This design comes from an exercise in tuning for small area on the open sky130 flow, not from production work. Where RTL was checked, it was by simulation tests only, not by an equivalence proof against the original. Power figures rest on the tool's default switching activity, not on a simulated workload.

==> v23 <==
// uart_string_loopback
module uart_string_loopback (
    input  wire clk,
    input  wire rst_n,
    input  wire rx,
    output wire tx
);
reg [255:0] ring;
reg [7:0] addr;
reg [4:0] write_ptr;
reg [4:0] read_ptr;
wire rx_bit, rx_bit_ok, rx_valid;
wire [2:0] rx_idx, tx_idx;
wire tx_busy;
wire buffer_full  = (write_ptr + 5'd1 == read_ptr);
wire buffer_empty = (write_ptr == read_ptr);
wire trigger      = !tx_busy && !buffer_empty;
wire write_en = rx_bit_ok && (addr == {write_ptr, rx_idx});
wire read_en  = (addr == {read_ptr, tx_idx});
uart_rx uart_rx_inst (
    .clk(clk),
    .rst_n(rst_n),
    .rx(rx),
    .bit_out(rx_bit),
    .bit_idx(rx_idx),
    .bit_ok(rx_bit_ok),
    .valid(rx_valid)
);
uart_tx uart_tx_inst (
    .clk(clk),
    .rst_n(rst_n),
    .trigger(trigger),
    .bit_in(ring[7]),
    .bit_load(read_en),
    .bit_idx(tx_idx),
    .tx(tx),
    .busy(tx_busy)
);
always @(posedge clk)
    ring <= {ring[254:0], write_en ? rx_bit : ring[255]};
always @(posedge clk or negedge rst_n) begin
    if (!rst_n) begin
        addr      <= 8'd0;
        write_ptr <= 5'd0;
        read_ptr  <= 5'd0;
    end else begin
        addr <= addr + 8'd1;
        if (rx_valid && !buffer_full)
            write_ptr <= write_ptr + 5'd1;
        if (trigger)
            read_ptr <= read_ptr + 5'd1;
    end
end
endmodule
==> module uart_rx, before the edit <==
module uart_rx (
    input clk,
    input rst_n,
    input rx,
    output reg bit_out,        
    output reg [2:0] bit_idx,  
    output wire bit_ok,        
    output reg valid           
);
    localparam STATE_IDLE  = 2'd0, STATE_START = 2'd1, STATE_DATA  = 2'd2, STATE_STOP  = 2'd3;
    localparam [8:0] LFSR_END  = 9'h1ee;
    localparam [8:0] LFSR_IDLE = 9'h11c;     
    reg [1:0] state;
    reg [8:0] lfsr;
    reg rx_sync1, rx_sync2;
    always @(posedge clk or negedge rst_n) begin
        if (!rst_n) begin
            rx_sync1 <= 1'b1;
            rx_sync2 <= 1'b1;
        end else begin
            rx_sync1 <= rx;
            rx_sync2 <= rx_sync1;
        end
    end
    wire sample = (lfsr == LFSR_END);
    assign bit_ok = (state == STATE_STOP) || (state == STATE_DATA && bit_idx != 3'd7);
    always @(posedge clk or negedge rst_n) begin
        if (!rst_n) begin
            state <= STATE_IDLE;
            valid <= 1'b0;
        end else begin
            valid <= 1'b0;
            case (state)
                STATE_IDLE:  if (!rx_sync2) state <= STATE_START;
                STATE_START: if (sample) state <= rx_sync2 ? STATE_IDLE : STATE_DATA;
                STATE_DATA:  if (sample && bit_idx == 3'd6) state <= STATE_STOP;
                STATE_STOP:  if (sample) begin
                    valid <= rx_sync2;
                    state <= STATE_IDLE;
                end
            endcase
        end
    end
    always @(posedge clk) begin
        if (state == STATE_IDLE) begin
            lfsr    <= LFSR_IDLE;
            bit_idx <= 3'd7;
        end else begin
            lfsr <= {lfsr[7:0], lfsr[8] ^ lfsr[4] ^ sample};
            if (sample && state == STATE_DATA) begin
                bit_out <= rx_sync2;
                bit_idx <= bit_idx + 3'd1;
            end
        end
    end
endmodule
==> module uart_tx, before the edit <==
module uart_tx (
    input clk,
    input rst_n,
    input trigger,           
    input bit_in,
    input bit_load,
    output reg [2:0] bit_idx,
    output reg tx,
    output wire busy
);
    localparam STATE_IDLE  = 2'd0, STATE_START = 2'd1, STATE_DATA  = 2'd2, STATE_STOP  = 2'd3;
    localparam [8:0] LFSR_END  = 9'h1ee;
    localparam [8:0] LFSR_IDLE = 9'h1f7;     
    reg [1:0] state;
    reg [8:0] lfsr;
    reg next_bit;
    wire hit = (lfsr == LFSR_END);
    assign busy = (state != STATE_IDLE);
    always @(posedge clk or negedge rst_n) begin
        if (!rst_n) begin
            state <= STATE_IDLE;
            tx    <= 1'b1;
        end else begin
            case (state)
                STATE_IDLE: begin
                    tx <= 1'b1;
                    if (trigger) state <= STATE_START;
                end
                STATE_START: if (hit) begin
                    tx    <= 1'b0;
                    state <= STATE_DATA;
                end
                STATE_DATA: if (hit) begin
                    tx <= next_bit;
                    if (bit_idx == 3'd7) state <= STATE_STOP;
                end
                STATE_STOP: if (hit) begin
                    tx <= 1'b1;
                    if (bit_idx == 3'd1) state <= STATE_IDLE;
                end
            endcase
        end
    end
    always @(posedge clk) begin
        if (bit_load) next_bit <= bit_in;
        if (state == STATE_IDLE) begin
            lfsr    <= LFSR_IDLE;
            bit_idx <= 3'd7;
        end else begin
            lfsr <= {lfsr[7:0], lfsr[8] ^ lfsr[4] ^ hit};
            if (hit) bit_idx <= bit_idx + 3'd1;
        end
    end
endmodule
==> module uart_string_loopback, before the edit <==
module uart_string_loopback (
    input  wire clk,
    input  wire rst_n,
    input  wire rx,
    output wire tx
);
reg [255:0] ring;
reg [7:0] addr;
reg [4:0] write_ptr;
reg [4:0] read_ptr;
wire rx_bit, rx_bit_ok, rx_valid;
wire [2:0] rx_idx, tx_idx;
wire tx_busy;
wire buffer_full  = (write_ptr + 5'd1 == read_ptr);
wire buffer_empty = (write_ptr == read_ptr);
wire trigger      = !tx_busy && !buffer_empty;
wire write_en = rx_bit_ok && (addr == {write_ptr, rx_idx});
wire read_en  = (addr == {read_ptr, tx_idx});
uart_rx uart_rx_inst (
    .clk(clk),
    .rst_n(rst_n),
    .rx(rx),
    .bit_out(rx_bit),
    .bit_idx(rx_idx),
    .bit_ok(rx_bit_ok),
    .valid(rx_valid)
);
uart_tx uart_tx_inst (
    .clk(clk),
    .rst_n(rst_n),
    .trigger(trigger),
    .bit_in(ring[7]),
    .bit_load(read_en),
    .bit_idx(tx_idx),
    .tx(tx),
    .busy(tx_busy)
);
always @(posedge clk)
    ring <= {ring[254:0], write_en ? rx_bit : ring[255]};
always @(posedge clk or negedge rst_n) begin
    if (!rst_n) begin
        addr      <= 8'd0;
        write_ptr <= 5'd0;
        read_ptr  <= 5'd0;
    end else begin
        addr <= addr + 8'd1;
        if (rx_valid && !buffer_full)
            write_ptr <= write_ptr + 5'd1;
        if (trigger)
            read_ptr <= read_ptr + 5'd1;
    end
end
endmodule
Settings: LEC_CHECK=0, CAP_MARGIN=20, CORE_MARGIN=2, CORE_UTILIZATION=70, CTS_BUF_LIST=sky130_fd_sc_hd__clkbuf_4, CTS_CLUSTER_DIAMETER=50, CTS_CLUSTER_SIZE=10, SLEW_MARGIN=20; clock period 20.0 ns.
standard.sh (not shown) runs the stock make flow with config.mk's settings and CLKGATE_MAP_FILE= SYNTH_SCRIPT=/design/flow/synth_recipe.tcl, a recipe that flattens the netlist after the stock synthesis.
==> flow/flow/run.sh <==
#!/bin/bash
# The standard layout; clock tree without dummy loads, port buffers of the
# smallest buffer, and downsizing of gates off the critical paths
export CTS_ARGS="-sink_clustering_enable -repair_clock_nets -buf_list sky130_fd_sc_hd__clkbuf_8 -sink_clustering_size 18 -sink_clustering_max_diameter 60 -dont_use_dummy_load"
export BUFFER_PORTS_ARGS="-buffer_cell sky130_fd_sc_hd__buf_1"
export RECOVER_POWER=100
bash standard.sh > standard.log 2>&1
==> inputs of v29, as changes to v23 <==
--- a/flow/design.v
+++ b/flow/design.v
@@ -5,14 +5,15 @@
     output reg bit_out,        
     output reg [2:0] bit_idx,  
     output wire bit_ok,        
-    output reg valid           
+    output wire valid          
 );
     localparam STATE_IDLE  = 2'd0, STATE_START = 2'd1, STATE_DATA  = 2'd2, STATE_STOP  = 2'd3;
-    localparam [8:0] LFSR_END  = 9'h1ee;
-    localparam [8:0] LFSR_IDLE = 9'h11c;     
     reg [1:0] state;
-    reg [8:0] lfsr;
+    reg cnt_lsb;            
+    reg [3:0] cnt_hi;       
+    reg [3:0] tick_counter;
     reg rx_sync1, rx_sync2;
+    wire [4:0] clk_counter = {cnt_hi, cnt_lsb};
     always @(posedge clk or negedge rst_n) begin
         if (!rst_n) begin
             rx_sync1 <= 1'b1;
@@ -22,31 +23,41 @@
             rx_sync2 <= rx_sync1;
         end
     end
-    wire sample = (lfsr == LFSR_END);
+    wire tick_end = (clk_counter == 5'd26);
+    wire sample = tick_end && (tick_counter == 4'd8);
     assign bit_ok = (state == STATE_STOP) || (state == STATE_DATA && bit_idx != 3'd7);
+    assign valid = (state == STATE_IDLE) && cnt_lsb;
     always @(posedge clk or negedge rst_n) begin
         if (!rst_n) begin
-            state <= STATE_IDLE;
-            valid <= 1'b0;
+            state   <= STATE_IDLE;
+            cnt_lsb <= 1'b0;
         end else begin
-            valid <= 1'b0;
             case (state)
                 STATE_IDLE:  if (!rx_sync2) state <= STATE_START;
                 STATE_START: if (sample) state <= rx_sync2 ? STATE_IDLE : STATE_DATA;
                 STATE_DATA:  if (sample && bit_idx == 3'd6) state <= STATE_STOP;
-                STATE_STOP:  if (sample) begin
-                    valid <= rx_sync2;
-                    state <= STATE_IDLE;
-                end
+                STATE_STOP:  if (sample) state <= STATE_IDLE;
             endcase
+            if (state == STATE_IDLE)
+                cnt_lsb <= 1'b0;
+            else if (tick_end)
+                cnt_lsb <= (state == STATE_STOP) && sample && rx_sync2;
+            else
+                cnt_lsb <= ~cnt_lsb;
         end
     end
     always @(posedge clk) begin
         if (state == STATE_IDLE) begin
-            lfsr    <= LFSR_IDLE;
-            bit_idx <= 3'd7;
+            cnt_hi       <= 4'd0;
+            tick_counter <= 4'd0;
+            bit_idx      <= 3'd7;
         end else begin
-            lfsr <= {lfsr[7:0], lfsr[8] ^ lfsr[4] ^ sample};
+            if (tick_end) begin
+                cnt_hi       <= 4'd0;
+                tick_counter <= tick_counter + 4'd1;
+            end else begin
+                cnt_hi <= cnt_hi + {3'd0, cnt_lsb};
+            end
             if (sample && state == STATE_DATA) begin
                 bit_out <= rx_sync2;
                 bit_idx <= bit_idx + 3'd1;
@@ -65,12 +76,12 @@
     output wire busy
 );
     localparam STATE_IDLE  = 2'd0, STATE_START = 2'd1, STATE_DATA  = 2'd2, STATE_STOP  = 2'd3;
-    localparam [8:0] LFSR_END  = 9'h1ee;
-    localparam [8:0] LFSR_IDLE = 9'h1f7;     
     reg [1:0] state;
-    reg [8:0] lfsr;
+    reg [4:0] clk_counter;
+    reg [3:0] tick_counter;
     reg next_bit;
-    wire hit = (lfsr == LFSR_END);
+    wire bit_end = (clk_counter == 5'd26) && (tick_counter == 4'd15);
+    wire bit_begin = (clk_counter == 5'd0) && (tick_counter == 4'd0);
     assign busy = (state != STATE_IDLE);
     always @(posedge clk or negedge rst_n) begin
         if (!rst_n) begin
@@ -82,17 +93,17 @@
                     tx <= 1'b1;
                     if (trigger) state <= STATE_START;
                 end
-                STATE_START: if (hit) begin
-                    tx    <= 1'b0;
-                    state <= STATE_DATA;
+                STATE_START: begin
+                    tx <= (clk_counter == 5'd31);
+                    if (bit_end) state <= STATE_DATA;
                 end
-                STATE_DATA: if (hit) begin
-                    tx <= next_bit;
-                    if (bit_idx == 3'd7) state <= STATE_STOP;
+                STATE_DATA: begin
+                    if (bit_begin) tx <= next_bit;
+                    if (bit_end && bit_idx == 3'd0) state <= STATE_STOP;
                 end
-                STATE_STOP: if (hit) begin
+                STATE_STOP: begin
                     tx <= 1'b1;
-                    if (bit_idx == 3'd1) state <= STATE_IDLE;
+                    if (bit_idx == 3'd2) state <= STATE_IDLE;
                 end
             endcase
         end
@@ -100,11 +111,15 @@
     always @(posedge clk) begin
         if (bit_load) next_bit <= bit_in;
         if (state == STATE_IDLE) begin
-            lfsr    <= LFSR_IDLE;
-            bit_idx <= 3'd7;
+            clk_counter  <= 5'd31;
+            tick_counter <= 4'd0;
+            bit_idx      <= 3'd0;
+        end else if (clk_counter == 5'd26) begin
+            clk_counter  <= 5'd0;
+            tick_counter <= tick_counter + 4'd1;
+            if (tick_counter == 4'd15) bit_idx <= bit_idx + 3'd1;
         end else begin
-            lfsr <= {lfsr[7:0], lfsr[8] ^ lfsr[4] ^ hit};
-            if (hit) bit_idx <= bit_idx + 3'd1;
+            clk_counter <= clk_counter + 5'd1;
         end
     end
 endmodule
==> flow/run.sh (new file) <==
#!/bin/bash
# synth_recipe.tcl (not shown) runs the flow's synth.tcl, then flattens the netlist and writes it again
# the make line also repeats each setting of config.mk as NAME=value (left out here)
make -C /OpenROAD-flow-scripts/flow DESIGN_CONFIG=/design/flow/config.mk WORK_HOME=/design/flow/orfs CLKGATE_MAP_FILE= SYNTH_SCRIPT=/design/flow/synth_recipe.tcl finish
--- a/flow/config.mk
+++ b/flow/config.mk
@@ -7,8 +7,8 @@
 export LEC_CHECK = 0
 export CAP_MARGIN = 20
 export CORE_MARGIN = 2
-export CORE_UTILIZATION = 70
-export CTS_BUF_LIST = sky130_fd_sc_hd__clkbuf_4
+export CORE_UTILIZATION = 60
+export CTS_BUF_LIST = sky130_fd_sc_hd__clkbuf_8
 export CTS_CLUSTER_DIAMETER = 50
-export CTS_CLUSTER_SIZE = 10
+export CTS_CLUSTER_SIZE = 16
 export SLEW_MARGIN = 20
removed: flow/flow/run.sh
removed: flow/standard.sh
==> inputs of v25, as changes to v23 <==
==> flow/design.v (replaced) <==
module uart_rx (
    input clk,
    input rst_n,
    input rx,
    output reg bit_out,        
    output wire [2:0] bit_idx,
    output wire bit_ok,        
    output reg valid           
);
    localparam [3:0] PHASE_IDLE = 4'b0000, PHASE_START = 4'b0110;
    localparam [8:0] LFSR_END  = 9'h1ee;
    localparam [8:0] LFSR_IDLE = 9'h11c;     
    reg [3:0] phase;
    reg [8:0] lfsr;
    reg rx_sync1, rx_sync2;
    always @(posedge clk or negedge rst_n) begin
        if (!rst_n) begin
            rx_sync1 <= 1'b1;
            rx_sync2 <= 1'b1;
        end else begin
            rx_sync1 <= rx;
            rx_sync2 <= rx_sync1;
        end
    end
    wire sample = (lfsr == LFSR_END);
    wire idle   = (phase == PHASE_IDLE);
    assign bit_ok  = phase[3];
    assign bit_idx = phase[2:0];
    always @(posedge clk or negedge rst_n) begin
        if (!rst_n) begin
            phase <= PHASE_IDLE;
            valid <= 1'b0;
        end else begin
            valid <= sample && (phase == 4'b1111) && rx_sync2;
            if (idle) begin
                if (!rx_sync2) phase <= PHASE_START;
            end else if (sample) begin
                if (phase == PHASE_START && rx_sync2)
                    phase <= PHASE_IDLE;
                else
                    phase <= phase + 4'd1;
            end
        end
    end
    always @(posedge clk) begin
        if (sample) bit_out <= rx_sync2;
        if (idle)
            lfsr <= LFSR_IDLE;
        else
            lfsr <= {lfsr[7:0], lfsr[8] ^ lfsr[4] ^ sample};
    end
endmodule
module uart_tx (
    input clk,
    input rst_n,
    input trigger,           
    input bit_in,
    input bit_load,
    output wire [2:0] bit_idx,
    output reg tx,
    output wire busy
);
    localparam [3:0] PHASE_IDLE = 4'b0010, PHASE_START = 4'b0111;
    localparam [8:0] LFSR_END  = 9'h1ee;
    localparam [8:0] LFSR_IDLE = 9'h1f7;     
    reg [3:0] phase;
    reg [8:0] lfsr;
    reg next_bit;
    wire hit  = (lfsr == LFSR_END);
    wire idle = (phase == PHASE_IDLE);
    assign busy    = !idle;
    assign bit_idx = phase[2:0];
    always @(posedge clk or negedge rst_n) begin
        if (!rst_n) begin
            phase <= PHASE_IDLE;
            tx    <= 1'b1;
        end else begin
            if (idle) begin
                if (trigger) phase <= PHASE_START;
            end else if (hit) begin
                phase <= phase + 4'd1;
                tx <= phase[3] ? next_bit : !phase[2];
            end
        end
    end
    always @(posedge clk) begin
        if (bit_load) next_bit <= bit_in;
        if (idle)
            lfsr <= LFSR_IDLE;
        else
            lfsr <= {lfsr[7:0], lfsr[8] ^ lfsr[4] ^ hit};
    end
endmodule
module uart_string_loopback (
    input  wire clk,
    input  wire rst_n,
    input  wire rx,
    output wire tx
);
reg [255:0] ring;
reg [7:0] addr;
reg [4:0] write_ptr;
reg [4:0] read_ptr;
wire rx_bit, rx_bit_ok, rx_valid;
wire [2:0] rx_idx, tx_idx;
wire tx_busy;
wire at_w = (addr[7:3] == write_ptr);
wire at_r = (addr[7:3] == read_ptr);
reg  at_w_d;
reg buffer_nonempty;
reg buffer_full;
wire push    = rx_valid && !buffer_full;
wire trigger = !tx_busy && buffer_nonempty;
wire write_en = rx_bit_ok && at_w && (addr[2:0] == rx_idx);
wire read_en  = at_r && (addr[2:0] == tx_idx);
uart_rx uart_rx_inst (
    .clk(clk),
    .rst_n(rst_n),
    .rx(rx),
    .bit_out(rx_bit),
    .bit_idx(rx_idx),
    .bit_ok(rx_bit_ok),
    .valid(rx_valid)
);
uart_tx uart_tx_inst (
    .clk(clk),
    .rst_n(rst_n),
    .trigger(trigger),
    .bit_in(ring[7]),
    .bit_load(read_en),
    .bit_idx(tx_idx),
    .tx(tx),
    .busy(tx_busy)
);
always @(posedge clk)
    at_w_d <= at_w;
always @(posedge clk)
    ring <= {ring[254:0], write_en ? rx_bit : ring[255]};
always @(posedge clk or negedge rst_n) begin
    if (!rst_n) begin
        addr         <= 8'd0;
        write_ptr    <= 5'd0;
        read_ptr     <= 5'd0;
        buffer_nonempty <= 1'b0;
        buffer_full     <= 1'b0;
    end else begin
        addr <= addr + 8'd1;
        if (push) begin
            write_ptr       <= write_ptr + 5'd1;
            buffer_nonempty <= 1'b1;
        end else if (at_w) begin
            buffer_nonempty <= !at_r;
        end
        if (trigger) begin
            read_ptr    <= read_ptr + 5'd1;
            buffer_full <= 1'b0;
        end else if (at_w_d && !at_w) begin
            buffer_full <= at_r;
        end
    end
end
endmodule
==> flow/flow/run.sh (replaced) <==
#!/bin/bash
# The standard layout; clock tree without dummy loads, port buffers of the
# smallest buffer, and downsizing of gates off the critical paths
export CTS_ARGS="-sink_clustering_enable -repair_clock_nets -buf_list sky130_fd_sc_hd__clkbuf_4 -sink_clustering_size 10 -sink_clustering_max_diameter 50 -dont_use_dummy_load"
export BUFFER_PORTS_ARGS="-buffer_cell sky130_fd_sc_hd__buf_1"
export RECOVER_POWER=100
bash standard.sh > standard.log 2>&1
==> inputs of v34, as changes to v23 <==
==> flow/flow/run.sh (replaced) <==
#!/bin/bash
# The standard layout, with clock tree synthesis told not to add dummy loads
export CTS_ARGS="-sink_clustering_enable -repair_clock_nets -buf_list sky130_fd_sc_hd__clkbuf_4 -sink_clustering_size 10 -sink_clustering_max_diameter 50 -dont_use_dummy_load"
bash standard.sh > standard.log 2>&1
--- a/flow/config.mk
+++ b/flow/config.mk
@@ -7,7 +7,7 @@
 export LEC_CHECK = 0
 export CAP_MARGIN = 20
 export CORE_MARGIN = 2
-export CORE_UTILIZATION = 70
+export CORE_UTILIZATION = 60
 export CTS_BUF_LIST = sky130_fd_sc_hd__clkbuf_4
 export CTS_CLUSTER_DIAMETER = 50
 export CTS_CLUSTER_SIZE = 10
==> notes <==
v29 went through all stages and came out clean. v25 reached the layout checks and failed them: max-capacitance violations, max-slew violations. v34 completed without violations. v23 completed with no timing, DRC or antenna violations. Of v34 and v29, v29 has the higher synthesized cell count (gap 3.9%, measured against v29). Between v29 and v25, the lower sequential power is in v29 (gap about 0.8%, measured against v25). Clock skew: v29 < v34 < v23 < v25. Die area: v29 > v34 > v23 > v25. Sequential share of layout area, highest first: v25, v23, v34, v29. Against v34, the first-iteration DRC count of v29 is higher by 26%. Register-to-register slack, lowest first: v25, v23, v29, v34. Between v34 and v23, the lower setup slack is in v34 (gap 0.46 ns). Between v23 and v29, the lower final area is in v23 (gap about 5%, measured against v29).
Only the layout flow was run in v29 and v25; the RTL was not checked for function there.

separate check: timing with driven ports:
The flow's constraints put no driver on any port. The routed layouts listed below were extracted and timed again, unchanged, in two steps. Step 1, drivers: a clkbuf_16 drives clk and a buf_2 each remaining input, both assumed. Step 2 times the ports against the registers' clock, not the clock port: input delays grow and output delays shrink by t, the midpoint of the rising clock arrivals with the driver on. Slacks: ideal ports / drivers / drivers and shift; pairs: ideal ports / drivers.
run | shift t [ns] | setup WS [ns] | worst hold slack (ns)
v23 | 0.523 | 14.839 / 14.806 / 14.754 | 0.311 / 0.311 / 0.311
v29 | 0.562 | 14.413 / 14.375 / 14.937 | 0.308 / 0.308 / 0.308
v25 | 0.582 | 14.784 / 14.755 / 14.573 | 0.258 / 0.258 / 0.258
v34 | 0.610 | 14.378 / 14.345 / 14.955 | 0.295 / 0.295 / 0.295
For v25, which loses most, drivers alone change the setup slack by -0.029 ns; drivers and shift together by -0.211 ns. The worst setup slack also covers recovery checks on asynchronous resets.
